Source: an optimization exercise on an open RTL-to-GDS flow (aim: small area). Production flows keep margins and buffers that such runs may drop. RTL that was checked went through simulation tests only; none was proved equivalent to the original. The RTL of run 4 was laid out without a check of its function. In every run shown here, the design's own scripts or RTL, not TritonCTS, make the clock network. The clock port is modelled as an ideal driver, which makes a skipped or thinned clock tree look cheaper than it is; a real chip needs a root buffer or a tree. No activity file was given, so power comes from the tool's default toggle rates.

File: flow/flow/run.sh
#!/bin/bash
# The standard layout (standard.sh), with three changes:
#  - synthesis maps the logic with an area-oriented ABC script and without
#    the full/half-adder cell mapping (registers are mapped as standard);
#  - the port buffers are buf_1;
#  - the clock tree is one level of MY_CTS_NBUF clock buffers (manual_cts.tcl).
set -euo pipefail
HERE=$(pwd)
export FLOW_SYNTH_TCL=$HERE/synth_recipe.tcl
export AREA_ABC_SCRIPT=$HERE/flow/area.abc
export BUFFER_PORTS_ARGS="-buffer_cell sky130_fd_sc_hd__buf_1"
export PRE_CTS_TCL=$HERE/flow/manual_cts.tcl
export MY_CTS_NET=clk
export MY_CTS_NBUF=${MY_CTS_NBUF:-3}
export MY_CTS_CELL=${MY_CTS_CELL:-sky130_fd_sc_hd__clkbuf_16}
sed "s#SYNTH_SCRIPT=[^ ]*#SYNTH_SCRIPT=$HERE/flow/area_synth.tcl#" standard.sh > area_standard.sh
grep -q "SYNTH_SCRIPT=$HERE/flow/area_synth.tcl" area_standard.sh
bash area_standard.sh ADDER_MAP_FILE= finish > standard.log 2>&1
File: flow/flow/area.abc
strash
&get -n
&deepsyn -T 20
&put
dch -f
amap
topo
File: flow/flow/area_synth.tcl
# The standard synthesis (synth_recipe.tcl, sourced unchanged), except that
# ABC maps the logic with an area-oriented script (AREA_ABC_SCRIPT) in place
# of ORFS's speed script.
proc abc {args} {
  set i [lsearch -exact $args -script]
  if {$i >= 0} { lset args [expr {$i + 1}] $::env(AREA_ABC_SCRIPT) }
  puts "area_synth.tcl: abc with $::env(AREA_ABC_SCRIPT)"
  yosys abc {*}$args
}
source $::env(FLOW_SYNTH_TCL)
File: flow/flow/manual_cts.tcl
# PRE_CTS hook: replaces clock_tree_synthesis with a one-level clock tree.
# The sinks of the clock net are split into MY_CTS_NBUF groups by k-means on
# their placed locations (started from strips along x), each group holding at most ceil(n / MY_CTS_NBUF)
# sinks; each group gets one MY_CTS_CELL clock buffer at its
# centre, driven straight from the clock port. All groups are alike (one
# buffer between the port and every register).
proc clock_tree_synthesis {args} {
  set nbuf $::env(MY_CTS_NBUF)
  set cell $::env(MY_CTS_CELL)
  set db [ord::get_db]
  set block [ord::get_db_block]
  set clknet [$block findNet $::env(MY_CTS_NET)]
  set master [$db findMaster $cell]
  set sinks {}
  set xs {}
  set ys {}
  foreach it [$clknet getITerms] {
    set inst [$it getInst]
    set bb [$inst getBBox]
    lappend sinks $it
    lappend xs [expr {([$bb xMin] + [$bb xMax]) / 2.0}]
    lappend ys [expr {([$bb yMin] + [$bb yMax]) / 2.0}]
  }
  set n [llength $sinks]
  puts "manual_cts: $n sinks, $nbuf x $cell"
  # initial groups: strips of equal count along x; then k-means (Lloyd)
  set order {}
  for {set i 0} {$i < $n} {incr i} { lappend order [list $i [lindex $xs $i]] }
  set order [lsort -real -index 1 $order]
  set assign [lrepeat $n 0]
  for {set k 0} {$k < $n} {incr k} {
    lset assign [lindex $order $k 0] [expr {($k * $nbuf) / $n}]
  }
  for {set iter 0} {$iter < 50} {incr iter} {
    set sx [lrepeat $nbuf 0.0]; set sy [lrepeat $nbuf 0.0]; set sc [lrepeat $nbuf 0]
    for {set i 0} {$i < $n} {incr i} {
      set g [lindex $assign $i]
      lset sx $g [expr {[lindex $sx $g] + [lindex $xs $i]}]
      lset sy $g [expr {[lindex $sy $g] + [lindex $ys $i]}]
      lset sc $g [expr {[lindex $sc $g] + 1}]
    }
    set gx {}; set gy {}
    for {set g 0} {$g < $nbuf} {incr g} {
      set c [expr {max(1, [lindex $sc $g])}]
      lappend gx [expr {[lindex $sx $g] / $c}]
      lappend gy [expr {[lindex $sy $g] / $c}]
    }
    # balanced assignment: sinks with the most to lose go first, each to the
    # nearest centre that still has room (at most ceil(n / nbuf) sinks each)
    set cap [expr {($n + $nbuf - 1) / $nbuf}]
    set regret {}
    for {set i 0} {$i < $n} {incr i} {
      set ds {}
      for {set g 0} {$g < $nbuf} {incr g} {
        set dx [expr {[lindex $xs $i] - [lindex $gx $g]}]
        set dy [expr {[lindex $ys $i] - [lindex $gy $g]}]
        lappend ds [list $g [expr {sqrt($dx * $dx + $dy * $dy)}]]
      }
      set ds [lsort -real -index 1 $ds]
      set r [expr {$nbuf > 1 ? [lindex $ds 1 1] - [lindex $ds 0 1] : 0}]
      lappend regret [list $i $r $ds]
    }
    set regret [lsort -real -decreasing -index 1 $regret]
    set new [lrepeat $n 0]
    set cnt [lrepeat $nbuf 0]
    foreach e $regret {
      lassign $e i r ds
      foreach d $ds {
        set g [lindex $d 0]
        if {[lindex $cnt $g] < $cap} {
          lset new $i $g
          lset cnt $g [expr {[lindex $cnt $g] + 1}]
          break
        }
      }
    }
    if {$new eq $assign} break
    set assign $new
  }
  for {set g 0} {$g < $nbuf} {incr g} {
    set inst [odb::dbInst_create $block $master "clkbuf_manual_$g"]
    set net [odb::dbNet_create $block "clknet_manual_$g"]
    $net setSigType CLOCK
    [$inst findITerm A] connect $clknet
    [$inst findITerm X] connect $net
    set w [$master getWidth]; set h [$master getHeight]
    $inst setLocation [expr {int([lindex $gx $g] - $w / 2)}] [expr {int([lindex $gy $g] - $h / 2)}]
    $inst setPlacementStatus PLACED
    set members 0
    for {set i 0} {$i < $n} {incr i} {
      if {[lindex $assign $i] != $g} continue
      set it [lindex $sinks $i]
      $it disconnect
      $it connect $net
      incr members
    }
    puts "manual_cts: clkbuf_manual_$g at ([lindex $gx $g], [lindex $gy $g]) drives $members sinks"
  }
  $clknet setSigType CLOCK
  set_propagated_clock [all_clocks]
}
File: flow/standard.sh
#!/bin/bash
# synth_recipe.tcl (not shown) runs the flow's synth.tcl, then flattens the netlist and writes it again
# the make line also repeats each setting of config.mk as NAME=value (left out here)
make -C /OpenROAD-flow-scripts/flow DESIGN_CONFIG=/design/flow/config.mk WORK_HOME=/design/flow/orfs CLKGATE_MAP_FILE= SYNTH_SCRIPT=/design/flow/synth_recipe.tcl "${@:-finish}"
File: flow/config.mk
export PLATFORM = sky130hd
export DESIGN_NAME = cam_color
export DESIGN_NICKNAME = cam_color
export VERILOG_FILES = /design/flow/design.v
export SDC_FILE = /design/flow/constraint.sdc
export NUM_CORES = 4
export LEC_CHECK = 0
export CAP_MARGIN = 20
export CORE_MARGIN = 2
export CORE_UTILIZATION = 60
export PLACE_DENSITY = 0.75
export SLEW_MARGIN = 20
File: flow/constraint.sdc
create_clock -name core_clock -period 6.0 [get_ports {clk}]
set_input_delay 1.2000 -clock core_clock [delete_from_list [all_inputs] [get_ports {clk}]]
set_output_delay 1.2000 -clock core_clock [all_outputs]
set_load 0.01 [all_outputs]
File: flow/design.v
`timescale 1ns / 1ps
module cam_read #(
		parameter AW = 15  
		)(
		input pclk,
		input rst,
		input vsync,
		input href,
		input [7:0] px_data,
		input init,
		output reg done,
		output reg error,
		output reg [AW-1:0] mem_px_addr,
		output reg [7:0]  mem_px_data,
		output reg px_wr
   );
reg countData;
reg armed;
reg cap;
reg init_old;
reg vsync_old;
reg [14:0]count;
wire init_rise = init & ~init_old;
wire vs_fall = ~vsync & vsync_old;
wire vs_rise = vsync & ~vsync_old;
wire fin = cap & vs_rise;            
wire second = cap & href & countData;  
wire enough = (count >= 19200);
always @(posedge pclk)begin
	if (rst)begin
		countData <= 0;
		mem_px_addr <= 15'h7fff;
		armed <= 0;
		cap <= 0;
		done <= 0;
		error <= 0;
		count <= 0;
		px_wr <= 0;
		init_old <= 0;
		vsync_old <= 0;
	end else begin
		if (fin) begin
			armed <= 0;
			cap <= 0;
		end else if ((armed | cap) & vs_fall) begin
			armed <= 0;
			cap <= 1;
		end else if (init_rise) begin
			armed <= 1;
			cap <= 0;
		end
		if (fin) begin
			done <= enough;
			error <= ~enough;
		end else if (init_rise) begin
			done <= 0;
		end
		if (fin & ~second)
			mem_px_addr <= 15'h7fff;
		else
			mem_px_addr <= mem_px_addr + second;
		count <= count + second;
		if (cap & href)
			countData <= ~countData;
		if (cap)
			px_wr <= href & countData;
		init_old <= init;
		vsync_old <= vsync;
	end
end
always @(posedge pclk)begin
	if (cap & ~countData)
		mem_px_data[7:2] <= {px_data[7:5],px_data[2:0]};
	if (second)
		mem_px_data[1:0] <= px_data[4:3];
end
endmodule
`timescale 1ns / 1ps
module Analyzer(
	input [7:0]data,
	input clk,
	input rst,
	input init,
	output reg [14:0]addr,
	output reg done,
	output [2:0]res
    );
localparam [17:0] SIXN = 18'd115200;
reg init_old;
reg start;
reg [17:0]sx;
reg [17:0]sy;
reg [1:0]rq;    
wire [3:0] w = {~data[1:0], 1'b0};
wire [3:0] dx = data[7:5] + w;
wire [3:0] dy = data[4:2] + w;
wire init_rise = init & ~init_old;
wire last = start & addr[14] & ~addr[13] & addr[11] & addr[9] & (&addr[7:0]);
wire r_gt = (sx > sy) & (sx > SIXN);
wire g_gt = (sy > sx) & (sy > SIXN);
wire b_gt = (sx < SIXN) & (sy < SIXN);
assign res = {rq[1], rq[0], rq[1] ~^ rq[0]};
always @(posedge clk)begin
	if(rst)begin
		init_old <= 0;
		start <= 0;
		done <= 0;
	end else begin
		init_old <= init;
		if (last) begin
			start <= 0;
			done <= 1;
		end else if (init_rise) begin
			start <= 1;
			done <= 0;
		end
	end
end
always @(posedge clk)begin
	if (rst | ~start | last)
		addr <= 15'h7fff;
	else
		addr <= addr + 1'b1;
end
always @(posedge clk)begin
	if (start) begin
		sx <= sx + data[7:5] + {~data[1:0], 1'b0};
		sy <= sy + data[4:2] + {~data[1:0], 1'b0};
	end else begin
		sx <= 0;
		sy <= 0;
	end
end
always @(posedge clk)begin
	if (last) begin
		if (r_gt) rq <= 2'b10;
		else if (g_gt) rq <= 2'b01;
		else if (b_gt) rq <= 2'b00;
		else rq <= 2'b11;
	end
end
endmodule
`timescale 1ns / 1ps
module cam_color(
	input wire clk,
	input wire rst,
	input wire CAM_vsync,
	input wire CAM_href,
	input wire [7:0] CAM_px_data,
	input wire init,
	output wire error,
	output wire done_read,
	output wire done,
	output wire [2:0] res,
	output wire [14:0] wr_addr,
	output wire [7:0] wr_data,
	output wire wr_en,
	output wire [14:0] rd_addr,
	input wire [7:0] rd_data
	);
cam_read #(15) cam_read(
		.pclk(clk),
		.rst(rst),
		.vsync(CAM_vsync),
		.href(CAM_href),
		.px_data(CAM_px_data),
		.init(init),
		.done(done_read),
		.error(error),
		.mem_px_addr(wr_addr),
		.mem_px_data(wr_data),
		.px_wr(wr_en)
   );
Analyzer Analyzer(
	.data(rd_data),
	.clk(clk),
	.rst(rst),
	.init(done_read),
	.addr(rd_addr),
	.done(done),
	.res(res)
    );
endmodule
==> results_dict.tcl, run 1 <==
set metrics [dict create \
    ff2ff_path_depth 23 \
    clk_latency_ns 0.18 \
    grt_first_pass_wirelength_um 13100 \
    dpl.hpwl_um 5700 \
    ys_seq_area_share_pct 52.9 \
    p_total_mw 0.975 \
    holdWs_ns 0.438 \
    ys_ff_latch 102 \
    multiInputGateArea_um2 1750 \
    row_count 29 \
    worstSetupStartpointType "input pin" \
    status "timing/DRC/antenna clean" \
    area_delta_synth_final_pct 10.6 \
    cts_setup_buffers 0 \
    fmax_mhz 225 \
    max_cap_violations 0 \
    remaining_drc_errors 0 \
    antenna_found_initial 0 \
    setup_ws_ns 1.56 \
    arrival_ns 4.52 \
    clock_skew_ns 0.0118 \
    p_leak_nw 1.62 \
    synthFlopType "dfxtp_1" \
    io_buffers 65 \
    die_x_um 86.2 \
    p_seq_share_pct 70.8 \
    dp_slack_ns 1.46 \
    fin_util_pct 69.8 \
    initial_core_util_pct 63.1 \
    async_flop_share_pct 0 \
    power.share.switching_pct 18.6 \
    setup_viol 0 \
    grt_setup_unrepaired "false" \
    critPathRequiredTime_ns 6.09 \
    syn_inst 477 \
    setup_tns_ns 0 \
    core_um2 6420 \
    cts_hold_buf 0 \
    grt_max_degree 35 \
    clk_pin_slew_ns 0.12 \
    worstMarginPinSlew_ns 0.853 \
    drtPass1Iterations 4 \
    peakVddDrop_uv 191 \
    ios 66 \
    place_congestion 0.815 \
    hold_violations 0 \
    min_to "Analyzer.addr[0]" \
    hold_class "reg -> reg" \
    overflow 0 \
    synth.distinct_cells 30 \
    min_from "Analyzer.addr[0]" \
    antenna_cells 0 \
    die_area_um2 7420 \
    yosys_warnings 2 \
    finalCriticalPeriod_ns 4.44 \
    crit_type "in -> reg" \
    internal_power_mw 0.793 \
    fin_nets 570 \
    drive_gt1_share_pct 0.914 \
    grt_pass1_vias 3113 \
    power.density_nw_per_um2 218 \
    p_sw_mw 0.182 \
    drtIter0Drc 182 \
    ctsResizeCount 0 \
    hold_depth 1 \
    combPwrFrac_pct 2.6 \
    power_frac_clock_pct 26.6 \
    final_cell_mix "95 x nor2_1, 92 x dfxtp_1, 65 x buf_1" \
    maxSlewHeadroom_pct 42.8 \
    startpoint "rd_data[2]" \
    wl_per_cell_um 12.3 \
    via_count 3486 \
    r2r-end "Analyzer.sy[16]" \
    critPathCaptureType "flop" \
    syn-mean-instance-area_um2 8.49 \
    syn_nets 498 \
    fp.dieH_um 86.2 \
    syn_area_um2 4050 \
    synth_edf_count 10 \
    period_share_pct 74.0 \
    wl_um 7700 \
    path_max_fanout 4 \
    postRouteAntennaNets 0 \
    n_fill_cell 534 \
    seq_area_um2 2140 \
    avgViaCountPerCell 5.59 \
    r2r_slack_ns 2.20 \
    timing.rr.start "Analyzer.sy[0]" \
    final_common_cell "nor2_1" \
    grt_usage_pct 20.4 \
    slew_viol_final 0 \
]
-- worst max-delay path: stages --
cell	delay (ns)
buf_1	0.10
nor2b_1	0.22
o21ai_0	0.13
nor2_1	0.15
or2_0	0.19
and2_0	0.17
nor2_1	0.06
nor2_1	0.13
a21oi_1	0.08
nor2_1	0.23
nand2_1	0.11
nor2_1	0.22
nand2_1	0.11
nor2_1	0.22
nand2_1	0.13
nor2_1	0.20
nand2_1	0.10
nor2_1	0.16
nand2_1	0.11
clkinv_1	0.08
and3_1	0.18
nor2_1	0.05
nor3_1	0.17
-- power by group through the flow --
| stage | clock, mW | sequential [mW] | combinational (mW) |
|---|---|---|---|
| global placement | 0 | 0.706 | 0.0245 |
| CTS | 0.267 | 0.690 | 0.0254 |
| global route | 0.288 | 0.691 | 0.0290 |
| floorplan | 0 | 0.706 | 0.0132 |
| detailed placement | 0 | 0.706 | 0.0253 |
| finish | 0.259 | 0.690 | 0.0253 |
-- kinds of logic after synthesis --
group,after synthesis,share of synthesized area (%)
compound gates,117,18.2
simple gates,217,25.1
flops,102,52.9
buf+inv,41,3.80
-- area by class of cell --
cell class / instances / area share [%]
Tap cell: 77 / 2.15
Sequential cell: 102 / 47.8
Multi-Input combinational cell: 334 / 39.2
Inverter: 41 / 3.43
Timing Repair Buffer: 67 / 5.78
Buffer: 3 / 1.68
-- synth_stat cells (7+ instances only) --
| cell type | number | area share, % |
|---|---|---|
| nor3_1 | 28 | 3.5 |
| o22ai_1 | 7 | 1.1 |
| a211oi_1 | 15 | 2.8 |
| nor2_1 | 95 | 8.8 |
| dfxtp_1 | 92 | 45 |
| edfxtp_1 | 10 | 7.4 |
| a21oi_1 | 23 | 2.8 |
| nor4_1 | 7 | 1.1 |
| nand2_1 | 29 | 2.7 |
| and3_1 | 32 | 4.9 |
| and2_0 | 15 | 2.3 |
| o21ai_0 | 38 | 4.7 |
| clkinv_1 | 41 | 3.8 |
| o21bai_1 | 13 | 2.4 |
-- flip-flops by register name, summed over array words and instances (netlist names) --
register / flops
Analyzer.addr: 15
Analyzer.init_old: 1
cam_read.countData: 1
cam_read.error: 1
Analyzer.sx: 18
Analyzer.sy: 18
cam_read.done: 1
cam_read.armed: 1
cam_read.init_old: 1
cam_read.mem_px_addr: 15
Analyzer.done: 1
cam_read.mem_px_data: 8
cam_read.count: 15
cam_read.px_wr: 1
Analyzer.rq: 2
cam_read.vsync_old: 1
Analyzer.start: 1
cam_read.cap: 1
-- how the worst max path moves through the flow --
stage | to | depth (start not counted)
final | Analyzer.sy[16] | 23
after global routing | Analyzer.sx[17] | 20
after global placement | Analyzer.sx[17] | 20
after CTS | Analyzer.sx[17] | 20
after detailed placement | Analyzer.sx[17] | 20
after floorplan | Analyzer.sx[16] | 21
-- stage by stage --
stage,std cells,cell area [um^2]
after detailed placement,621,4410
final,624,4480
after global routing,624,4480
after floorplan,477,4050
after CTS,624,4480
after global placement,621,4410
-- per-layer routing --
metal	GRT usage (%)	share of wire (%)	wire (um)	up-vias
met5	0	0	0	-
met4	1.15	0.64	49	0
met3	1.25	3.9	299	4
met2	36.7	47	3600	56
met1	28.4	49	3750	1588
li1	-	-	-	1838
==> run 2: changes to the inputs <==
--- a/flow/design.v
+++ b/flow/design.v
@@ -71,7 +71,7 @@
 always @(posedge pclk)begin
 	if (cap & ~countData)
 		mem_px_data[7:2] <= {px_data[7:5],px_data[2:0]};
-	if (second)
+	if (cap)
 		mem_px_data[1:0] <= px_data[4:3];
 end
 endmodule
==> run 2 against run 1 <==
Compared with the run above: flip-flop and latch count did not move; highest routed layer unchanged; worst hold slack gained 0.0021 ns; final cell count is 1.6% higher; die area increased by 0.46%; global-route usage fell by 0.61 points; sequential share of layout area is 0.25 points lower; combinational power is 19% higher; area after synthesis grew 0.49%.
==> results_dict.tcl, run 2 <==
set metrics [dict create \
    combPwrFrac_pct 3.1 \
    critPathRequiredTime_ns 6.10 \
    place_congestion 0.855 \
    synth_area_leader_cell "dfxtp_1" \
    syn_area_um2 4070 \
    ys_ff_latch 102 \
    die_x_um 86.4 \
    synth-simple-area-share_pct 24.7 \
    final_cell_mix "97 x nor2_1, 92 x dfxtp_1, 65 x buf_1" \
    grt.busiest_layer "met2" \
    multiInputGateArea_um2 1770 \
    antenna_cells 0 \
    timing.rr.start "Analyzer.sy[0]" \
    via_count 3475 \
    final_area_um2 4500 \
    remaining_drc_errors 0 \
    fmax_mhz 228 \
    slew_viol_final 0 \
    crit_type "in -> reg" \
    synth_edf_count 10 \
    dpl.hpwl_um 5730 \
    fin_nets 577 \
    hold_depth 1 \
    arrival_ns 4.49 \
    synth.distinct_cells 31 \
    cts_setup_buffers 0 \
    syn_inst 484 \
    clk_pin_slew_ns 0.12 \
    final_common_cell "nor2_1" \
    fp.dieH_um 86.4 \
    n_fill_cell 588 \
    cts_hold_buf 0 \
    synth.top_cell.area_share_pct 45.3 \
    synth.top_cells.by_count "97 x nor2_1, 92 x dfxtp_1, 43 x clkinv_1, 38 x o21ai_0" \
    ys_seq_area_share_pct 52.6 \
    row_count 30 \
    yosys_warnings 2 \
    drtIter0Drc 134 \
    p_seq_share_pct 70.8 \
    die_area_um2 7460 \
    synth_adder_area_share_pct 0 \
    p_sw_mw 0.180 \
    grt_first_pass_wirelength_um 12800 \
    hold_class "reg -> reg" \
    critPathCaptureType "flop" \
    grt_setup_unrepaired "false" \
    drive_gt1_share_pct 0.903 \
    io_buffers 65 \
    peakVddDrop_uv 249 \
    grtUsageMet1_pct 26.9 \
    finalCriticalPeriod_ns 4.39 \
    power.density_nw_per_um2 217 \
    p_leak_nw 1.64 \
    min_from "Analyzer.addr[0]" \
    overflow 0 \
    synthFlopType "dfxtp_1" \
    status "timing/DRC/antenna clean" \
    core_um2 6680 \
    antenna_found_initial 0 \
    area_delta_synth_final_pct 10.7 \
    ctsResizeCount 0 \
    wl_per_cell_um 11.9 \
    synth.most_common_cell "nor2_1" \
    grt_max_degree 35 \
    path_max_fanout 4 \
    setup_viol 0 \
    r2r-end "Analyzer.sy[16]" \
    synthTopCellsByArea "dfxtp_1 45%, nor2_1 8.9%, edfxtp_1 7.4%, o21ai_0 4.7%, and3_1 4.6%" \
    clock_skew_ns 0.00738 \
    wl_um 7570 \
    async_flop_share_pct 0 \
    synth_xor_area_share_pct 0 \
    internal_power_mw 0.796 \
    max_cap_violations 0 \
    seq_area_um2 2140 \
    clk_latency_ns 0.18 \
    grt_usage_pct 19.8 \
    initial_core_util_pct 60.9 \
    use_met3_pct 1.52 \
    setup_tns_ns 0 \
    drtPass1Iterations 4 \
    grt_pass1_vias 3062 \
    avgViaCountPerCell 5.48 \
    synth_compound_area_share_pct 18.7 \
    worstMarginPinSlew_ns 0.772 \
    dpl_cell_area_um2 4430 \
    postRouteAntennaNets 0 \
    hold_violations 0 \
    power.share.switching_pct 18.4 \
    period_share_pct 73.2 \
    muxShareOfSynthArea_pct 0 \
    met2_usage_pct 35.6 \
    ff2ff_path_depth 23 \
    synth_top_family_by_area "simple AND/OR/NAND/NOR gates" \
    ios 66 \
    r2r_slack_ns 2.25 \
    syn-mean-instance-area_um2 8.41 \
    min_to "Analyzer.addr[0]" \
    syn_nets 505 \
    maxSlewHeadroom_pct 48.2 \
    power_frac_clock_pct 26.1 \
    top_regs "Analyzer.sx (18), Analyzer.sy (18)" \
    worstSetupStartpointType "input pin" \
]
-- run 2: cell types whose count changed in the layout (fill, tap and decap cells not counted), sizes merged, moves of 3 or more --
cell and delta:
o22ai +5, a21oi +4, a22oi +3, a211oi -4
-- run 2: worst max path at each step --
| stage | slack (ns) | start | to | cells after the start |
|---|---|---|---|---|
| 2_1_floorplan | 2.04 | rd_data[2] | Analyzer.sy[16] | 23 |
| 3_3_place_gp | 1.76 | rd_data[2] | Analyzer.sy[16] | 24 |
| 3_5_place_dp | 1.51 | rd_data[2] | Analyzer.sy[16] | 24 |
| 4_1_cts | 1.69 | rd_data[2] | Analyzer.sy[16] | 24 |
| 5_1_grt | 1.04 | rd_data[2] | Analyzer.sy[16] | 23 |
| 6_report | 1.61 | rd_data[2] | Analyzer.sy[16] | 24 |
-- run 2: kinds of logic after synthesis --
family	after synthesis
compound gates	123
buf+inv	43
flops	102
simple gates	216
-- run 2: critical path, cell delays in order --
cell and delay (ns):
buf_1 0.08, nor2b_1 0.15, nand2_1 0.10, o21ai_0 0.12
nand2_1 0.10, o21ai_0 0.08, a21oi_1 0.19, and2_0 0.17
nor2_1 0.06, nand2_1 0.08, o21ai_0 0.12, nor2_1 0.22
nand2_1 0.11, nor2_1 0.20, nand2_1 0.10, nor2_1 0.20
nand2_1 0.10, nor2_1 0.20, nand2_1 0.12, nor2_1 0.21
nand2_1 0.15, nor3_1 0.25, nor2_1 0.07, nor3_1 0.11
-- run 2: per-stage QoR --
step / hold WS [ns] / utilization (%) / cells / worst slack, ns / total power, mW
final: 0.440 / 67.4 / 634 / 1.61 / 0.975
after global routing: 0.461 / 67.4 / 634 / 1.04 / 1.01
after CTS: 0.441 / 67.4 / 634 / 1.69 / 0.982
after detailed placement: 0.414 / 66.3 / 631 / 1.51 / 0.736
after global placement: 0.404 / 66.3 / 631 / 1.76 / 0.735
after floorplan: 0.416 / - / 484 / 2.04 / 0.723
-- run 2: layer usage --
| metal | up-vias | routed length (um) |
|---|---|---|
| met3 | 9 | 226 |
| met1 | 1555 | 3700 |
| met5 | - | 0 |
| met2 | 56 | 3540 |
| met4 | 0 | 108 |
| li1 | 1855 | - |
-- run 2: power by group through the flow --
stage / Clock, mW / Combinational, mW / Sequential, mW
2_1_floorplan: 0 / 0.0168 / 0.706
3_3_place_gp: 0 / 0.0289 / 0.706
3_5_place_dp: 0 / 0.0299 / 0.706
4_1_cts: 0.261 / 0.0300 / 0.691
5_1_grt: 0.280 / 0.0344 / 0.691
6_report: 0.255 / 0.0301 / 0.691
-- run 2: final cells by class --
class,count,area share [%]
Multi-Input combinational cell,339,39.2
Inverter,43,3.58
Tap cell,80,2.22
Buffer,3,1.67
Timing Repair Buffer,67,5.75
Sequential cell,102,47.6
==> run 3: changes to the inputs <==
--- a/flow/design.v
+++ b/flow/design.v
@@ -71,7 +71,7 @@
 always @(posedge pclk)begin
 	if (cap & ~countData)
 		mem_px_data[7:2] <= {px_data[7:5],px_data[2:0]};
-	if (cap)
+	if (second)
 		mem_px_data[1:0] <= px_data[4:3];
 end
 endmodule
==> flow/flow/area.abc (replaced) <==
strash
&get -n
&deepsyn -I 4 -J 50
&put
dch -f
amap
topo
--- a/flow/config.mk
+++ b/flow/config.mk
@@ -5,8 +5,8 @@
 export SDC_FILE = /design/flow/constraint.sdc
 export NUM_CORES = 4
 export LEC_CHECK = 0
-export CAP_MARGIN = 20
+export CAP_MARGIN = 0
 export CORE_MARGIN = 2
 export CORE_UTILIZATION = 60
 export PLACE_DENSITY = 0.75
-export SLEW_MARGIN = 20
+export SLEW_MARGIN = 0
==> run 3 against run 2 <==
Compared with the run above: sequential share of layout area increased by 0.25 points; flip-flop and latch count unchanged; total power about the same; worst hold slack got worse by 0.0021 ns; register-to-register slack got worse by 0.05 ns; critical path depth decreased by 1.
==> results_dict.tcl, run 3 <==
set metrics [dict create \
    p_leak_nw 1.62 \
    grt_max_degree 35 \
    wl_per_cell_um 12.3 \
    antenna_found_initial 0 \
    slew_viol_final 0 \
    synth_edf_count 10 \
    core_um2 6420 \
    initial_core_util_pct 63.1 \
    via_count 3486 \
    grt_first_pass_wirelength_um 13100 \
    worstMarginPinSlew_ns 0.853 \
    io_buffers 65 \
    use_met3_pct 1.25 \
    cts_hold_buf 0 \
    synth.distinct_cells 30 \
    synth_area_leader_cell "dfxtp_1" \
    syn_nets 498 \
    final_cell_mix "95 x nor2_1, 92 x dfxtp_1, 65 x buf_1" \
    max_cap_violations 0 \
    hold_violations 0 \
    peakVddDrop_uv 191 \
    drive_gt1_share_pct 0.914 \
    ios 66 \
    top_regs "Analyzer.sx (18), Analyzer.sy (18)" \
    arrival_ns 4.52 \
    remaining_drc_errors 0 \
    grt_usage_pct 20.4 \
    met2_usage_pct 36.7 \
    n_fill_cell 534 \
    period_share_pct 74.0 \
    power.density_nw_per_um2 218 \
    synthFlopType "dfxtp_1" \
    drtPass1Iterations 4 \
    fp.dieH_um 86.2 \
    finalCriticalPeriod_ns 4.44 \
    final_common_cell "nor2_1" \
    syn_inst 477 \
    ys_ff_latch 102 \
    crit_type "in -> reg" \
    place_congestion 0.815 \
    syn_area_um2 4050 \
    avgViaCountPerCell 5.59 \
    grtUsageMet1_pct 28.4 \
    dpl.hpwl_um 5700 \
    ys_seq_area_share_pct 52.9 \
    postRouteAntennaNets 0 \
    syn-mean-instance-area_um2 8.49 \
    area_delta_synth_final_pct 10.6 \
    hold_class "reg -> reg" \
    cts_setup_buffers 0 \
    critPathCaptureType "flop" \
    die_area_um2 7420 \
    wl_um 7700 \
    clk_latency_ns 0.18 \
    die_x_um 86.2 \
    fin_nets 570 \
    antenna_cells 0 \
    critPathRequiredTime_ns 6.09 \
    synthTopCellsByArea "dfxtp_1 45%, nor2_1 8.8%, edfxtp_1 7.4%, and3_1 4.9%, o21ai_0 4.7%" \
    fmax_mhz 225 \
    clock_skew_ns 0.0118 \
    synth.top_cells.by_count "95 x nor2_1, 92 x dfxtp_1, 41 x clkinv_1, 38 x o21ai_0, 32 x and3_1" \
    setup_viol 0 \
    grt.busiest_layer "met2" \
    ctsResizeCount 0 \
    path_max_fanout 4 \
    async_flop_share_pct 0 \
    drtIter0Drc 182 \
    yosys_warnings 2 \
    synth.top_cell.area_share_pct 45.5 \
    grt_setup_unrepaired "false" \
    overflow 0 \
    grt_pass1_vias 3113 \
    synth.most_common_cell "nor2_1" \
    p_total_mw 0.975 \
    row_count 29 \
    clk_pin_slew_ns 0.12 \
    maxSlewHeadroom_pct 42.8 \
    worstSetupStartpointType "input pin" \
    setup_tns_ns 0 \
    status "timing/DRC/antenna clean" \
]
-- run 3: changes by cell type after synthesis, moves of 3 or more --
cell,change
a21oi_1,-4
o22ai_1,-5
a22oi_1,-3
a211oi_1,+4
-- run 3: where the power goes --
group	switching [mW]	internal (mW)	leakage, nW
Clock	0.166	0.0938	0.0370
Combinational	0.0151	0.0102	0.756
Sequential	0.000969	0.689	0.829
Total	0.182	0.793	1.62
-- run 3: cell type report --
type | instances | area (um^2) | area share [%]
Inverter | 41 | 154 | 3.43
Buffer | 3 | 75.1 | 1.68
Multi-Input combinational cell | 334 | 1750 | 39.2
Timing Repair Buffer | 67 | 259 | 5.78
Tap cell | 77 | 96.3 | 2.15
Sequential cell | 102 | 2140 | 47.8
-- run 3: kinds of logic after synthesis --
| logic type | after synthesis | share of synthesized area, % |
|---|---|---|
| flops | 102 | 52.9 |
| buf+inv | 41 | 3.80 |
| simple gates | 217 | 25.1 |
| compound gates | 117 | 18.2 |
-- run 3: critical path, cell delays in order --
cell,delay [ns]
buf_1,0.10
nor2b_1,0.22
o21ai_0,0.13
nor2_1,0.15
or2_0,0.19
and2_0,0.17
nor2_1,0.06
nor2_1,0.13
a21oi_1,0.08
nor2_1,0.23
nand2_1,0.11
nor2_1,0.22
nand2_1,0.11
nor2_1,0.22
nand2_1,0.13
nor2_1,0.20
nand2_1,0.10
nor2_1,0.16
nand2_1,0.11
clkinv_1,0.08
and3_1,0.18
nor2_1,0.05
nor3_1,0.17
-- run 3: final timing paths --
kind                          from               end  slack [ns]  cells after the start
setup reg to reg    Analyzer.sy[0]   Analyzer.sy[16]        2.20                     23
setup / recovery        rd_data[2]   Analyzer.sy[16]        1.56                     23
hold / removal    Analyzer.addr[0]  Analyzer.addr[0]        0.44                      1
hold reg to reg   Analyzer.addr[0]  Analyzer.addr[0]        0.44                      1
-- run 3: routing by layer --
metal | up-vias | routed length (um)
li1 | 1838 | -
met1 | 1588 | 3750
met2 | 56 | 3600
met3 | 4 | 299
met4 | 0 | 49
met5 | - | 0
-- run 3: stage by stage --
stage / hold slack (ns) / cells / area, um^2 / setup WS (ns) / util (%)
3_3_place_gp: 0.405 / 621 / 4410 / 1.64 / 68.6
4_1_cts: 0.441 / 624 / 4480 / 1.66 / 69.8
6_report: 0.438 / 624 / 4480 / 1.56 / 69.8
2_1_floorplan: 0.416 / 477 / 4050 / 2.06 / -
5_1_grt: 0.460 / 624 / 4480 / 1.10 / 69.8
3_5_place_dp: 0.412 / 621 / 4410 / 1.46 / 68.6
==> run 4: changes to the inputs <==
--- a/flow/design.v
+++ b/flow/design.v
@@ -89,7 +89,8 @@
 reg init_old;
 reg start;
 reg [17:0]sx;
-reg [17:0]sy;
+reg [17:0]syn;   
+wire [17:0]sy = ~syn;
 reg [1:0]rq;    
 wire [3:0] w = {~data[1:0], 1'b0};
 wire [3:0] dx = data[7:5] + w;
@@ -125,10 +126,10 @@
 always @(posedge clk)begin
 	if (start) begin
 		sx <= sx + data[7:5] + {~data[1:0], 1'b0};
-		sy <= sy + data[4:2] + {~data[1:0], 1'b0};
+		syn <= syn - data[4:2] - {~data[1:0], 1'b0};
 	end else begin
 		sx <= 0;
-		sy <= 0;
+		syn <= 18'h3ffff;
 	end
 end
 always @(posedge clk)begin
==> flow/flow/area.abc (replaced) <==
strash
&get -n
&deepsyn -T 20
&put
dch -f
amap
topo
==> run 4 against run 3 <==
Compared with the run above: largest power group unchanged; still clean on timing, DRC and antenna; final cell count is 2.4% higher; sequential power hardly changed; area after synthesis is 0.80% higher; final area is 0.64% higher; largest cell class unchanged.
==> results_dict.tcl, run 4 <==
set metrics [dict create \
    antenna_found_initial 0 \
    die_x_um 86.5 \
    max_cap_violations 0 \
    yosys_warnings 2 \
    hold_violations 0 \
    critPathRequiredTime_ns 6.05 \
    drive_gt1_share_pct 0.716 \
    ctsResizeCount 0 \
    antenna_cells 0 \
    p_total_mw 0.990 \
    final_cell_mix "102 x nor2_1, 92 x dfxtp_1, 65 x buf_1" \
    path_max_fanout 5 \
    worstMarginPinSlew_ns 1.08 \
    grt_setup_unrepaired "false" \
    p_leak_nw 1.68 \
    synth.most_common_cell "nor2_1" \
    place_congestion 0.803 \
    syn_area_um2 4080 \
    grt_pass1_vias 3187 \
    syn-mean-instance-area_um2 8.33 \
    initial_core_util_pct 61.1 \
    ys_seq_area_share_pct 52.5 \
    n_fill_cell 570 \
    status "timing/DRC/antenna clean" \
    syn_inst 490 \
    final_common_cell "nor2_1" \
    setup_tns_ns 0 \
    row_count 30 \
    synth.top_cell.area_share_pct 45.1 \
    peakVddDrop_uv 277 \
    hold_class "reg -> reg" \
    synth.distinct_cells 34 \
    async_flop_share_pct 0 \
    dp.cells 636 \
    drtIter0Drc 115 \
    clock_skew_ns 0.0111 \
    area_delta_synth_final_pct 10.5 \
    ios 66 \
    grt_usage_pct 20.9 \
    synth_area_leader_cell "dfxtp_1" \
    die_area_um2 7480 \
    worstSetupStartpointType "input pin" \
    fmax_mhz 211 \
    period_share_pct 78.8 \
    grt_first_pass_wirelength_um 13500 \
    top_regs "Analyzer.sx (18), Analyzer.syn (18)" \
    wl_um 7700 \
    cts_setup_buffers 0 \
    synthTopCellsByArea "dfxtp_1 45%, nor2_1 9.4%, edfxtp_1 7.4%, o21ai_0 4.5%, clkinv_1 4.3%" \
    clk_pin_slew_ns 0.12 \
    finalCriticalPeriod_ns 4.73 \
    drtPass1Iterations 4 \
    io_buffers 65 \
    critPathCaptureType "flop" \
    grt_max_degree 35 \
    ys_ff_latch 102 \
    postRouteAntennaNets 0 \
    synthFlopType "dfxtp_1" \
    fp.dieH_um 86.5 \
    core_um2 6680 \
    dpl.hpwl_um 5860 \
    setup_viol 0 \
    power.density_nw_per_um2 220 \
    crit_type "in -> reg" \
    via_count 3511 \
    avgViaCountPerCell 5.49 \
    synth_edf_count 10 \
    clk_latency_ns 0.18 \
    maxSlewHeadroom_pct 28.0 \
    syn_nets 511 \
    slew_viol_final 0 \
    cts_hold_buf 0 \
    arrival_ns 4.78 \
    fin_cells 639 \
    remaining_drc_errors 0 \
    overflow 0 \
    synth.top_cells.by_count "102 x nor2_1, 92 x dfxtp_1, 47 x clkinv_1, 37 x o21ai_0, 33 x nor3_1" \
    wl_per_cell_um 12.1 \
    fin_nets 582 \
]
-- run 4: changes by cell type after synthesis, sizes merged, moves of 2 or more --
cell    previous run  this run
clkinv            41        47
a211o              0         5
o221ai             3         0
nor4               7         5
nand2             29        32
or4                3         0
and3              32        26
a211oi            15         4
nor2              95       102
a22oi              2         4
nor3              28        33
nand3              0         2
o211ai             0         7
-- run 4: cell families after synthesis --
kind of cell	synth area share, %
buf+inv	4.32
simple gates	24.8
flops	52.5
compound gates	18.4
-- run 4: worst paths after layout --
path              depth (start not counted)                to  slack [ns]             start
setup / recovery                         25  Analyzer.syn[16]        1.27        rd_data[0]
hold / removal                            1  Analyzer.addr[0]        0.46  Analyzer.addr[0]
setup reg to reg                         26  Analyzer.syn[16]        1.90   Analyzer.syn[0]
hold reg to reg                           1  Analyzer.addr[0]        0.46  Analyzer.addr[0]
-- run 4: power by group --
group | total, mW | switching, mW | internal, mW
Sequential | 0.692 | 0.00183 | 0.690
Clock | 0.261 | 0.167 | 0.0939
Combinational | 0.0374 | 0.0229 | 0.0144
-- run 4: metrics by stage --
| stage | hold WS, ns | cell area [um^2] | setup WS [ns] | util, % |
|---|---|---|---|---|
| 5_1_grt | 0.475 | 4510 | 0.726 | 67.5 |
| 6_report | 0.456 | 4510 | 1.27 | 67.5 |
| 3_3_place_gp | 0.405 | 4430 | 1.38 | 66.4 |
| 4_1_cts | 0.457 | 4510 | 1.32 | 67.5 |
| 2_1_floorplan | 0.422 | 4080 | 1.86 | - |
| 3_5_place_dp | 0.428 | 4430 | 1.15 | 66.4 |
-- run 4: final cells by class --
class,instances,area [um^2],area share [%]
well taps,80,100,2.22
plain buffers,3,75.1,1.66
repair buffers,66,251,5.58
multi-input cells,341,1760,39.1
flip-flops and latches,102,2140,47.5
inverters,47,176,3.91
-- run 4: critical path, stage by stage --
cell and delay [ns]:
buf_1 0.12, clkinv_1 0.14, nor2_1 0.17, a21oi_1 0.07, and2_0 0.15, nor2_1 0.08, nor2_1 0.06, a31oi_1 0.23
a21oi_1 0.16, nor2_1 0.11, a21oi_1 0.06, nand2_1 0.10, o21ai_0 0.12, nor2_1 0.21, nand2_1 0.13, nor2_1 0.19
nand2_1 0.12, nor2_1 0.19, nand2_1 0.12, nor2_1 0.18, nand2_1 0.12, nor2_1 0.19, nand2_1 0.14, nor3_1 0.31
o211ai_1 0.13
-- run 4: metal layers --
layer / vias to the layer above / global-route usage (%) / wire length (um)
met4: 0 / 1.28 / 48
met1: 1603 / 28.3 / 3640
met3: 4 / 1.52 / 262
met2: 56 / 38.5 / 3750
met5: - / 0 / 0
li1: 1848 / - / -

## static timing again, ports no longer ideal
In the flow no input, the clock included, has a driving cell. The finished layouts below were timed again as built, in two steps. Step 1 (the two cells are an assumption about what drives the block):
set clk [get_ports {clk}]
set_driving_cell -lib_cell sky130_fd_sc_hd__clkbuf_16 $clk
set_driving_cell -lib_cell sky130_fd_sc_hd__buf_2 [delete_from_list [all_inputs] $clk]
Step 2, shift: input delay + t, output delay - t, t = (earliest + latest rising clock arrival at the registers) / 2. This alone moves slack from input paths to output paths. Three values: ideal, step 1, step 2; two values: the first two.
| run | t, ns | setup slack, ns | worst register clock-pin slew, ns | worst data-port slew with drivers (ns) |
|---|---|---|---|---|
| run 1 | 0.234 | 1.561 / 1.598 / 1.364 | 0.12 / 0.12 | 0.03 |
| run 2 | 0.235 | 1.610 / 1.654 / 1.418 | 0.12 / 0.12 | 0.04 |
| run 3 | 0.234 | 1.561 / 1.598 / 1.364 | 0.12 / 0.12 | 0.03 |
| run 4 | 0.238 | 1.269 / 1.307 / 1.069 | 0.12 / 0.12 | 0.03 |
After both steps setup and hold are still met in every run listed. For run 4, which loses most, drivers alone change the setup slack by +0.038 ns; drivers and shift together by -0.200 ns.
